Context: an optimization exercise on an open-source flow, tuned for small area and a short achievable clock period. The choices shown serve that exercise and are no tape-out recipe. Function was checked by simulation only, so behaviour that the tests miss may differ from the original.

==> flow/design.v (outline; a module is shown in full before it is edited, if it fits) <==
// module advanced_hybrid_controller_fixed: 203 lines
// module hic_div_a: 527 lines
// module hic_div_b: 322 lines
module advanced_hybrid_controller_fixed (
    input wire clk,
    input wire rst_n,
    input wire start,
    output wire done,
    output reg tile_start,
    input wire tile_done,
    output reg imc_mode,
    output wire simultaneous_rows,
    output wire [63:0] row_mask,
    input wire [15:0] zero_ops_skipped,
    input wire [15:0] total_ops_executed,
    input wire [15:0] imc_energy_savings,
    input wire [7:0] computation_snr,
    output wire dram_cmd_valid,
    output wire [1:0] dram_cmd_type,
    output wire [15:0] dram_cmd_addr,
    output wire [15:0] dram_write_data,
    output wire dram_accumulate_en,
    output wire [3:0] dram_bank_activate,
    output wire dram_simultaneous_access,
    output reg [1:0] precision_mode,
    output wire sparsity_optimize_en,
    output reg adaptive_imc_en,
    output wire [7:0] system_efficiency,
    output reg [15:0] total_energy_saved,
    output reg snr_too_low
);
  // ...
==> flow/flow/run.sh <==
#!/bin/bash
# The standard layout, with three changes:
#  - the port buffers are made from the smallest plain buffer
#    (sky130_fd_sc_hd__buf_1) instead of the delay cell buffer_ports picks on
#    its own; every input and output port still gets its buffer;
#  - the constant outputs share synthesis's single tie cell of each kind
#    instead of getting one tie cell each;
#  - clock tree synthesis adds no dummy loads (the tree is otherwise the
#    standard one: same clustering, clkbuf_8 buffers from config.mk).
set -euo pipefail
export BUFFER_PORTS_ARGS="-buffer_cell sky130_fd_sc_hd__buf_1"
export SKIP_REPAIR_TIE_FANOUT=1
export CTS_ARGS="-sink_clustering_enable -repair_clock_nets -dont_use_dummy_load -buf_list sky130_fd_sc_hd__clkbuf_8"
bash standard.sh > standard_flow.log 2>&1
==> flow/standard.sh <==
#!/bin/bash
# synth_recipe.tcl (not shown) runs the flow's synth.tcl, then flattens the netlist and writes it again
# the make line also repeats each setting of config.mk as NAME=value (left out here)
make -C /OpenROAD-flow-scripts/flow DESIGN_CONFIG=/design/flow/config.mk WORK_HOME=/design/flow/orfs CLKGATE_MAP_FILE= SYNTH_SCRIPT=/design/flow/synth_recipe.tcl "${@:-finish}"
==> flow/config.mk <==
export PLATFORM = sky130hd
export DESIGN_NAME = advanced_hybrid_controller_fixed
export DESIGN_NICKNAME = advanced_hybrid_controller_fixed
export VERILOG_FILES = /design/flow/design.v
export SDC_FILE = /design/flow/constraint.sdc
export NUM_CORES = 4
export LEC_CHECK = 0
export ABC_AREA = 1
export CAP_MARGIN = 20
export CORE_MARGIN = 2
export CORE_UTILIZATION = 80
export CTS_BUF_LIST = sky130_fd_sc_hd__clkbuf_8
export SLEW_MARGIN = 55
==> flow/constraint.sdc <==
create_clock -name core_clock -period 130.0 [get_ports {clk}]
set_input_delay 26.0000 -clock core_clock [delete_from_list [all_inputs] [get_ports {clk}]]
set_output_delay 26.0000 -clock core_clock [all_outputs]
set_load 0.01 [all_outputs]
==> flow_metrics.tcl, run 1 <==
set metrics [dict create \
    drv_cap 0 \
    ys.flop_type "dfxtp_1" \
    htree_levels 4 \
    area_growth_pct 1.71 \
    final_cells 1998 \
    final-nonclk-buf-share_pct 4.68 \
    via_per_inst 5.63 \
    hpwl_um 24500 \
    status "finished clean" \
    fin_crit_ns 34.63 \
    synth.avg_cell_area_um2 7.94 \
    io_pins 198 \
    min_path_type "reg2reg" \
    synth_fa_ha_area_share_pct 30.1 \
    setup_ws_ns 95.37 \
    cts_resized 0 \
    final_cell_mix "nand2_1 (375), inv_1 (279), ha_1 (167)" \
    use_met2_pct 62.0 \
    slew_viol_final 0 \
    synth_mux_area_share_pct 0 \
    root_buffer "clkbuf_8" \
    finalHoldViolCount 0 \
    synth_area_leaders "ha_1 (15%), fa_1 (15%), nand2_1 (10%)" \
]
==> inputs of run 2 (changes only) <==
--- a/flow/config.mk
+++ b/flow/config.mk
@@ -10,4 +10,4 @@
 export CORE_MARGIN = 2
 export CORE_UTILIZATION = 80
 export CTS_BUF_LIST = sky130_fd_sc_hd__clkbuf_8
-export SLEW_MARGIN = 55
+export SLEW_MARGIN = 70
==> flow_metrics.tcl, run 2 <==
set metrics [dict create \
    status "finished clean" \
    grt_pass1_wl_um 50100 \
    rsz0062_at_grt "false" \
    clk_latency_ns 0.45 \
    area_growth_pct 2.45 \
    rows 47 \
    yosysMostFrequentCell "nand2_1" \
    final_cell_mix "nand2_1 (375), inv_1 (278), ha_1 (167)" \
    cts_resized 0 \
    finalHoldViolCount 0 \
    dpl_worst_slack_ns 95.21 \
    worstSetupEndpointType "flop" \
    async_flop_share_pct 30.8 \
    hpwl_um 24600 \
    die_x_um 135 \
    drv_cap 0 \
    whs_ns 0.470 \
    htree_levels 4 \
    ys.flop_type "dfxtp_1" \
    overflow 0 \
    top_register "p_rem" \
    setup_ws_ns 95.58 \
    antenna_found_initial 0 \
    avgRoutedWirePerCell_um 15.2 \
    grt_max_degree 39 \
    final_common_cell "nand2_1" \
    synth_common_cells "nand2_1 (376), inv_1 (284), ha_1 (167)" \
    layout-drive-gt1-share_pct 6.30 \
    synth_area_leader_cell "ha_1" \
    post-route-period-util_pct 26.5 \
    drt_iter0_drc 610 \
    ff_latch_area_um2 2960 \
    synth_top_area_share_pct 15.2 \
    crit_fanout 18 \
    cts_buffers 17 \
    setup_violations 0 \
    synth_area_um2 13700 \
    cts_sinks 120 \
    path_class "in2reg" \
    critPathLaunchType "primary input" \
    cts_hold_buf 0 \
    wl_um 30400 \
    n_antenna_cell 0 \
    max_freq_mhz 29.1 \
    yosysSeqAreaShare_pct 21.5 \
    gp_congestion 0.943 \
    synth_edf_count 36 \
    ant_nets 0 \
    fillers 1059 \
    worstPathRequired_ns 130.34 \
    reg_top3 "p_rem (19), p_d (17)" \
    worst_path_max_delay_cell "fa_1" \
    cts_tree "built" \
    grtUsageTotal_pct 34.2 \
    crit_path_frequent_cell "nand2_1" \
    num_vias 11200 \
    first_pass_iters 7 \
    slew_viol_final 0 \
    port_buffers 162 \
    cpPeakStageDelay_ns 0.62 \
    grt_pass1_vias 11200 \
    ys_types 52 \
    synth_warnings 1 \
    root_buffer "clkbuf_8" \
    core_region_area_um2 16700 \
    synth.ff_latch_count 120 \
    finClkSkew_ns 0.0448 \
    synth_area_leaders "ha_1 (15%), fa_1 (15%), nand2_1 (10%)" \
    clockBufferDepth 2 \
    fin_crit_ns 34.42 \
    synth.avg_cell_area_um2 7.94 \
    path_clk_slew_ns 0.08 \
    die_area_um2 18200 \
    drc 0 \
    final_nets 2110 \
    die_height_um 135 \
    setup-tns-final_ns 0 \
    multiInputGateArea_um2 8840 \
    post_cts.repair.setup_buffers 0 \
    min_path_type "reg2reg" \
    start_util_pct 82.2 \
    io_pins 198 \
    arrival_ns 34.76 \
    largest_reg_flops 19 \
    via_per_inst 5.61 \
    synthCells 1729 \
    synth_nets 2058 \
]
-- run 2: cell types whose count changed in the layout (fill, tap and decap cells not counted), sizes merged --
cell / change
buf: +1
clkinv: +1
inv: -1
-- run 2: cells by family (layout without fill, tap and decap cells) --
family / Yosys count / after routing / share of synthesized area, %
XOR/XNOR: 83 / 83 / 5.29
flip-flops: 120 / 120 / 21.5
AO/OA/AOI/OAI: 263 / 263 / 11.0
buffers and inverters: 424 / 474 / 14.7
other: 2 / 2 / 0.0547
AND/OR/NAND/NOR: 568 / 568 / 17.4
adder cells (fa/ha/maj): 269 / 269 / 30.1
-- run 2: metrics by stage --
stage / instances / cell area, um2 / utilization, %
final: 1999 / 14100 / 84.2
after global routing: 1999 / 14100 / 84.2
after CTS: 1999 / 14000 / 84.0
after detailed placement: 1982 / 13800 / 82.6
after global placement: 1980 / 13700 / 82.1
after floorplan: 1729 / 13700 / -
-- run 2: final timing paths --
kind,start,to,slack [ns],cells after the start
min in group asynchronous,rst_n,total_energy_saved[1]$_DFFE_PN0P_,25.44,1
hold reg to reg,adaptive_imc_en$_DFFE_PN1P_,adaptive_imc_en$_DFFE_PN1P_,0.47,2
setup / recovery,zero_ops_skipped[2],p_rem[9]$_DFF_P_,95.58,50
setup reg to reg,state[1]$_DFFE_PN0P_,p_rem[9]$_DFF_P_,119.69,54
hold / removal,adaptive_imc_en$_DFFE_PN1P_,adaptive_imc_en$_DFFE_PN1P_,0.47,2
max in group asynchronous,rst_n,adaptive_imc_en$_DFFE_PN1P_,104.26,1
-- run 2: area by class of cell --
class	count	area share (%)
inverters	289	7.76
well taps	220	1.96
repair buffers	168	4.77
clock buffers	17	1.66
multi-input cells	1185	62.8
flip-flops and latches	120	21.0
-- run 2: layer usage --
metal / vias up / global-route usage (%) / share of wire, %
li1: 5482 / - / -
met4: 0 / 14.8 / 3.7
met2: 375 / 60.7 / 50
met5: - / 0 / 0
met3: 87 / 4.13 / 4.8
met1: 5273 / 42.0 / 41
-- run 2: worst max-delay path: cells and delay by family --
| kind | cells | cell delay, ns |
|---|---|---|
| buf+inv | 12 | 1.69 |
| simple gates | 14 | 1.22 |
| fa+ha+maj | 5 | 2.03 |
| compound gates | 18 | 3.66 |
| xor+xnor | 1 | 0.15 |
==> module advanced_hybrid_controller_fixed, before the edit <==
module advanced_hybrid_controller_fixed (
    input wire clk,
    input wire rst_n,
    input wire start,
    output wire done,
    output reg tile_start,
    input wire tile_done,
    output reg imc_mode,
    output wire simultaneous_rows,
    output wire [63:0] row_mask,
    input wire [15:0] zero_ops_skipped,
    input wire [15:0] total_ops_executed,
    input wire [15:0] imc_energy_savings,
    input wire [7:0] computation_snr,
    output wire dram_cmd_valid,
    output wire [1:0] dram_cmd_type,
    output wire [15:0] dram_cmd_addr,
    output wire [15:0] dram_write_data,
    output wire dram_accumulate_en,
    output wire [3:0] dram_bank_activate,
    output wire dram_simultaneous_access,
    output reg [1:0] precision_mode,
    output wire sparsity_optimize_en,
    output reg adaptive_imc_en,
    output wire [7:0] system_efficiency,
    output reg [15:0] total_energy_saved,
    output reg snr_too_low
);
    localparam SNR_THRESHOLD_LOW = 40;
    localparam SNR_THRESHOLD_HIGH = 80;
    localparam [2:0] S_IDLE    = 3'b000,
                     S_LOAD    = 3'b001,
                     S_ANALYZE = 3'b011,
                     S_COMPUTE = 3'b010,
                     S_STORE   = 3'b110,
                     S_ADAPT   = 3'b111,
                     S_DONE0   = 3'b101,    
                     S_DONE    = 3'b100;
    reg [2:0] state;
    reg [3:0] cycle_count;
    reg [15:0] total_skipped;
    reg [15:0] total_executed;
    reg [6:0] average_snr;       
    reg start_prev;
    reg rows_hi, rows_lo;
    reg cmd_type0, acc_en;
    reg [6:0] eff;
    assign done = (state == S_DONE);
    assign simultaneous_rows = rows_hi;
    assign row_mask = {{32{rows_hi}}, {32{rows_lo}}};
    assign dram_cmd_type = {1'b0, cmd_type0};
    assign dram_cmd_addr = 16'd0;
    assign dram_write_data = 16'd0;
    assign dram_accumulate_en = acc_en;
    assign dram_simultaneous_access = acc_en;
    assign dram_cmd_valid = ((state == S_ANALYZE) & ~cmd_type0) | (state == S_ADAPT);
    assign dram_bank_activate = {4{acc_en | state[2] | state[1]}};
    assign sparsity_optimize_en = 1'b1;
    wire in_compute = (state == S_COMPUTE);
    wire [15:0] div_a = in_compute ? zero_ops_skipped : total_skipped;
    wire [15:0] div_b = in_compute ? total_ops_executed : total_executed;
    wire div_nz = (|div_a) | (|div_b);
    wire [16:0] div_d;
    wire [23:0] div_rem;
    wire [2:0] div_qh;
    hic_div_a u_div_a (.a(div_a), .b(div_b), .d(div_d), .rem(div_rem), .qh(div_qh));
    reg [16:0] p_d;
    reg [20:2] p_rem;
    reg [2:0] p_qh;
    reg p_nz;
    always @(posedge clk) begin
        p_d <= div_d;
        p_rem <= div_rem[20:2];
        p_qh <= div_qh;
        p_nz <= div_nz;
    end
    wire [3:0] div_ql;
    hic_div_b u_div_b (.d(p_d), .rem({3'd0, p_rem, 2'b00}), .ql(div_ql));
    wire [6:0] q = {p_qh, div_ql};
    wire show_new = (state == S_STORE) & p_nz;
    assign system_efficiency = {1'b0, show_new ? q : eff};
    wire ratio_gt60 = p_nz & (q > 7'd60);
    wire ratio_gt30 = p_nz & (q > 7'd30);
    function [15:0] radd16;
        input [15:0] x;
        input [15:0] y;
        integer k;
        reg c;
        begin
            c = 1'b0;
            for (k = 0; k < 16; k = k + 1) begin
                radd16[k] = x[k] ^ y[k] ^ c;
                c = (x[k] & y[k]) | (c & (x[k] ^ y[k]));
            end
        end
    endfunction
    function [7:0] radd8;
        input [7:0] x;
        input [7:0] y;
        integer k;
        reg c;
        begin
            c = 1'b0;
            for (k = 0; k < 8; k = k + 1) begin
                radd8[k] = x[k] ^ y[k] ^ c;
                c = (x[k] & y[k]) | (c & (x[k] ^ y[k]));
            end
        end
    endfunction
    wire [7:0] snr_sum = radd8({1'b0, average_snr}, computation_snr);
    always @(posedge clk) begin
        if (state == S_IDLE) begin
            cycle_count <= 0;
            total_skipped <= 0;
            total_executed <= 0;
            average_snr <= 100;
        end
        if (in_compute && tile_done) begin
            total_skipped <= radd16(total_skipped, zero_ops_skipped);
            total_executed <= radd16(total_executed, total_ops_executed);
            if (imc_mode) average_snr <= snr_sum[7:1];
        end
        if (state == S_ADAPT) cycle_count <= cycle_count + 1;
    end
    always @(posedge clk or negedge rst_n) begin
        if (!rst_n) begin
            state <= S_IDLE;
            precision_mode <= 2'b10;
            adaptive_imc_en <= 1;
            total_energy_saved <= 0;
            eff <= 0;
            snr_too_low <= 0;
            start_prev <= 0;
            tile_start <= 0;
            imc_mode <= 0;
            rows_hi <= 0;
            rows_lo <= 0;
            cmd_type0 <= 0;
            acc_en <= 0;
        end else begin
            start_prev <= start;
            if (show_new) eff <= q;
            tile_start <= 0;
            case (state)
                S_IDLE: begin
                    if (start) state <= S_LOAD;
                end
                S_LOAD: begin
                    cmd_type0 <= 0;
                    state <= S_ANALYZE;
                end
                S_ANALYZE: begin
                    if (adaptive_imc_en) begin
                        if (ratio_gt60 && average_snr > SNR_THRESHOLD_LOW) begin
                            imc_mode <= 1;
                            rows_hi <= 1;
                            rows_lo <= 1;
                        end else if (ratio_gt30 && average_snr > SNR_THRESHOLD_HIGH) begin
                            imc_mode <= 1;
                            rows_hi <= 0;
                            rows_lo <= 1;
                        end else begin
                            imc_mode <= 0;
                        end
                    end else begin
                        imc_mode <= 1;
                    end
                    tile_start <= 1;
                    state <= S_COMPUTE;
                end
                S_COMPUTE: begin
                    if (tile_done) begin
                        if (imc_mode) begin
                            total_energy_saved <= radd16(total_energy_saved, imc_energy_savings);
                            snr_too_low <= (computation_snr < SNR_THRESHOLD_LOW);
                        end
                        state <= S_STORE;
                    end
                end
                S_STORE: begin
                    cmd_type0 <= 1;
                    acc_en <= 1;
                    state <= S_ADAPT;
                end
                S_ADAPT: begin
                    if (snr_too_low) begin
                        if (precision_mode != 0)
                            precision_mode <= precision_mode - 1;
                        else
                            adaptive_imc_en <= 0;
                    end
                    if (cycle_count > 10) state <= S_DONE0;
                    else state <= S_ANALYZE;
                end
                S_DONE0, S_DONE: begin
                    if (!start && start_prev) state <= S_IDLE;
                    else state <= S_DONE;
                end
                default: state <= S_IDLE;
            endcase
        end
    end
endmodule
==> inputs of run 3 (changes only) <==
--- a/flow/design.v
+++ b/flow/design.v
@@ -12,7 +12,7 @@
     input wire [15:0] total_ops_executed,
     input wire [15:0] imc_energy_savings,
     input wire [7:0] computation_snr,
-    output wire dram_cmd_valid,
+    output reg dram_cmd_valid,
     output wire [1:0] dram_cmd_type,
     output wire [15:0] dram_cmd_addr,
     output wire [15:0] dram_write_data,
@@ -43,7 +43,7 @@
     reg [6:0] average_snr;       
     reg start_prev;
     reg rows_hi, rows_lo;
-    reg cmd_type0, acc_en;
+    reg cmd_type0, bank_act, acc_en;
     reg [6:0] eff;
     assign done = (state == S_DONE);
     assign simultaneous_rows = rows_hi;
@@ -53,8 +53,7 @@
     assign dram_write_data = 16'd0;
     assign dram_accumulate_en = acc_en;
     assign dram_simultaneous_access = acc_en;
-    assign dram_cmd_valid = ((state == S_ANALYZE) & ~cmd_type0) | (state == S_ADAPT);
-    assign dram_bank_activate = {4{acc_en | state[2] | state[1]}};
+    assign dram_bank_activate = {4{bank_act}};
     assign sparsity_optimize_en = 1'b1;
     wire in_compute = (state == S_COMPUTE);
     wire [15:0] div_a = in_compute ? zero_ops_skipped : total_skipped;
@@ -77,7 +76,7 @@
     wire [3:0] div_ql;
     hic_div_b u_div_b (.d(p_d), .rem({3'd0, p_rem, 2'b00}), .ql(div_ql));
     wire [6:0] q = {p_qh, div_ql};
-    wire show_new = (state == S_STORE) & p_nz;
+    reg show_new;
     assign system_efficiency = {1'b0, show_new ? q : eff};
     wire ratio_gt60 = p_nz & (q > 7'd60);
     wire ratio_gt30 = p_nz & (q > 7'd30);
@@ -129,24 +128,31 @@
             adaptive_imc_en <= 1;
             total_energy_saved <= 0;
             eff <= 0;
+            show_new <= 0;
             snr_too_low <= 0;
             start_prev <= 0;
             tile_start <= 0;
             imc_mode <= 0;
             rows_hi <= 0;
             rows_lo <= 0;
+            dram_cmd_valid <= 0;
             cmd_type0 <= 0;
+            bank_act <= 0;
             acc_en <= 0;
         end else begin
             start_prev <= start;
+            show_new <= in_compute & tile_done & div_nz;
             if (show_new) eff <= q;
             tile_start <= 0;
+            dram_cmd_valid <= 0;
             case (state)
                 S_IDLE: begin
                     if (start) state <= S_LOAD;
                 end
                 S_LOAD: begin
+                    dram_cmd_valid <= 1;
                     cmd_type0 <= 0;
+                    bank_act <= 1;
                     state <= S_ANALYZE;
                 end
                 S_ANALYZE: begin
@@ -178,8 +184,10 @@
                     end
                 end
                 S_STORE: begin
+                    dram_cmd_valid <= 1;
                     cmd_type0 <= 1;
                     acc_en <= 1;
+                    bank_act <= 1;
                     state <= S_ADAPT;
                 end
                 S_ADAPT: begin
==> flow/flow/run.sh (replaced) <==
#!/bin/bash
# The standard layout, with three changes:
#  - the port buffers are made from the smallest plain buffer
#    (sky130_fd_sc_hd__buf_1) instead of the delay cell buffer_ports picks on
#    its own; every input and output port still gets its buffer;
#  - the constant outputs share synthesis's single tie cell of each kind
#    instead of getting one tie cell each;
#  - clock tree synthesis adds no dummy loads and clusters the flip-flops
#    into larger groups (up to 40, 400 um across), with clkbuf_8 buffers.
set -euo pipefail
export BUFFER_PORTS_ARGS="-buffer_cell sky130_fd_sc_hd__buf_1"
export SKIP_REPAIR_TIE_FANOUT=1
export CTS_ARGS="-sink_clustering_enable -repair_clock_nets -dont_use_dummy_load -buf_list sky130_fd_sc_hd__clkbuf_8 -sink_clustering_size 40 -sink_clustering_max_diameter 400"
bash standard.sh > standard_flow.log 2>&1
--- a/flow/config.mk
+++ b/flow/config.mk
@@ -10,4 +10,4 @@
 export CORE_MARGIN = 2
 export CORE_UTILIZATION = 80
 export CTS_BUF_LIST = sky130_fd_sc_hd__clkbuf_8
-export SLEW_MARGIN = 70
+export SLEW_MARGIN = 20
==> flow_metrics.tcl, run 3 <==
set metrics [dict create \
    status "finished clean" \
    fillers 1135 \
    slew_viol_final 0 \
    synthCells 1725 \
    whs_path_depth 2 \
    cpPeakStageDelay_ns 0.63 \
    avgRoutedWirePerCell_um 14.8 \
    synth_mux_area_share_pct 0.531 \
    gp_congestion 0.928 \
    finalHoldViolCount 0 \
    crit_path_frequent_cell "nand2_1" \
    die_height_um 136 \
    async_flop_share_pct 32.5 \
    grt_pass1_wl_um 49200 \
    ant_nets 0 \
    whs_ns 0.447 \
    largest_reg_flops 19 \
    fin_crit_ns 34.96 \
    synthXorXnorAreaFrac_pct 4.91 \
    synth_area_leader_cell "ha_1" \
    grt_pass1_vias 11000 \
    core_region_area_um2 17100 \
    busiest_layer "met2" \
    post_cts.repair.setup_buffers 0 \
    relSlewSlack_pct 31.2 \
    first_pass_iters 5 \
    hpwl_um 24100 \
    post-route-period-util_pct 26.9 \
    worstSetupEndpointType "primary output" \
    grtUsageMet1_pct 41.9 \
    synth_nets 2053 \
    cts_sinks 123 \
    final_common_cell "nand2_1" \
    path_class "reg2out" \
    worst_path_max_delay_cell "inv_1" \
    via_per_inst 5.60 \
    synth_area_um2 13900 \
    antenna_found_initial 0 \
    start_util_pct 81.2 \
    die_x_um 136 \
    area_growth_pct 1.49 \
    cts_buffers 17 \
    multiInputGateArea_um2 8860 \
    critPathLaunchType "flop" \
    synth_top_family_by_area "adder cells" \
    yosysMostFrequentCell "nand2_1" \
    crit_fanout 33 \
    reg_top3 "p_rem (19), p_d (17)" \
    clockBufferDepth 2 \
    overflow 0 \
    synth_edf_count 36 \
    grt.met3_usage_pct 5.29 \
    layout-drive-gt1-share_pct 5.93 \
    synth_simple_gate_area_share_pct 17.6 \
    cts_hold_buf 0 \
    drt_iter0_drc 625 \
    cts_tree "built" \
    use_met2_pct 58.1 \
    synth_fa_ha_area_share_pct 29.6 \
    worstPathRequired_ns 104.00 \
    grt_max_degree 41 \
    cts_resized 0 \
    final_cell_mix "nand2_1 (339), inv_1 (282), ha_1 (166)" \
    rsz0062_at_grt "false" \
    wl_um 29500 \
    synth_warnings 1 \
    io_pins 198 \
    synth_common_cells "nand2_1 (340), inv_1 (282), ha_1 (166)" \
    place_area_um2 13900 \
    path_clk_slew_ns 0.08 \
    min_path_type "reg2reg" \
    finClkSkew_ns 0.0374 \
    setup_violations 0 \
    ys_types 62 \
    clk_latency_ns 0.45 \
    ys.flop_type "dfxtp_1" \
    yosysSeqAreaShare_pct 21.8 \
    synth.ff_latch_count 123 \
    num_vias 11200 \
    drv_cap 0 \
    final_nets 2102 \
    drc 0 \
    top_register "p_rem" \
    postLayoutCellArea_um2 14100 \
    ff_latch_area_um2 3030 \
    synth_top_area_share_pct 14.9 \
    synth_area_leaders "ha_1 (15%), fa_1 (15%), nand2_1 (9.2%)" \
    port_buffers 162 \
    r2r_cells 49 \
    arrival_ns 8.96 \
    rows 48 \
    n_antenna_cell 0 \
    htree_levels 4 \
    synth_compound_area_share_pct 10.9 \
    synth.avg_cell_area_um2 8.06 \
    grtUsageTotal_pct 33.2 \
    setup-tns-final_ns 0 \
    worstMarginPinSlew_ns 1.02 \
    root_buffer "clkbuf_8" \
    die_area_um2 18400 \
    max_freq_mhz 28.6 \
]
[run 3: cell types whose count changed in the layout (fill, tap and decap cells not counted), sizes merged, moves of 5 or more]
cell   previous run  this run
nand2           383       361
o21ai           137       116
a21oi            71        86
xnor2            38        31
or2              33        39
a31oi             4         9
[run 3: cell type report]
cell class | count | share of cell area, %
multi-input combinational | 1179 | 62.8
clock buffer | 17 | 1.66
timing repair buffer | 164 | 4.42
sequential | 123 | 21.4
tap | 225 | 2.00
inverter | 289 | 7.71
[run 3: metal layers]
layer	part of all wire, %	vias to the layer above
met1	42	5309
met4	2.6	0
li1	-	5467
met2	50	335
met5	0	-
met3	4.8	68
[run 3: final timing paths]
| kind | to | startpoint | slack, ns |
|---|---|---|---|
| worst min-delay path | adaptive_imc_en$_DFFE_PN1P_ | adaptive_imc_en$_DFFE_PN1P_ | 0.45 |
| worst min register to register | adaptive_imc_en$_DFFE_PN1P_ | adaptive_imc_en$_DFFE_PN1P_ | 0.45 |
| max in group asynchronous | imc_mode$_DFFE_PN0P_ | rst_n | 103.72 |
| worst max register to register | p_rem[10]$_DFF_P_ | state[1]$_DFFE_PN0P_ | 119.71 |
| worst max-delay path | system_efficiency[0] | p_d[0]$_DFF_P_ | 95.04 |
| min in group asynchronous | total_energy_saved[11]$_DFFE_PN0P_ | rst_n | 25.68 |
[run 3: critical path: cells and delay by family (launching register included)]
kind	cells	cell delay, ns
buf+inv	7	1.52
simple gates	23	2.65
compound gates	11	2.34
fa+ha+maj	5	1.59
flops	1	0.41
[run 3: logic make-up (layout without fill, tap and decap cells)]
logic type      Yosys count  count (layout)
flops                   123             123
xor+xnor                 78              78
simple gates            563             563
mux                       7               7
other cells               2               2
compound gates          261             261
buf+inv                 423             470
fa+ha+maj               268             268
[run 3: stage by stage]
step / util (%) / worst slack [ns] / cells
floorplan: - / 96.97 / 1725
global placement: 81.1 / 95.36 / 1980
detailed placement: 81.1 / 95.20 / 1980
CTS: 82.4 / 95.10 / 1997
global route: 82.4 / 94.01 / 1997
finish: 82.4 / 95.04 / 1997

==> static timing again, ports no longer ideal <==
The flow's constraints put no driver on any port. The routed layouts listed below were extracted and timed again, unchanged, in two steps.
Step 1 sets driving cells, clkbuf_16 on the clock port and buf_2 on the other inputs (assumed; they add their load-dependent delay and slew).
Step 2 also shifts input and output timing later by t, the mid clock arrival at the registers, as if the neighbouring blocks saw the same clock.
a / b / c = ideal ports / drivers / drivers and shift; a / b = the first two.
run | t, ns | slack for setup (ns) | worst hold slack (ns) | worst register clock-pin slew, ns | worst data-port slew with drivers (ns)
run 1 | 0.484 | 95.368 / 95.323 / 95.021 | 0.473 / 0.473 / 0.473 | 0.09 / 0.09 | 0.04
run 2 | 0.477 | 95.577 / 95.599 / 95.122 | 0.470 / 0.470 / 0.470 | 0.09 / 0.09 | 0.05
run 3 | 0.472 | 95.038 / 94.996 / 95.078 | 0.447 / 0.447 / 0.447 | 0.09 / 0.09 | 0.04
After both steps every run listed still meets setup and hold. The setup slack of run 2, which loses most, moves by +0.022 ns with the drivers and by -0.455 ns with both steps.
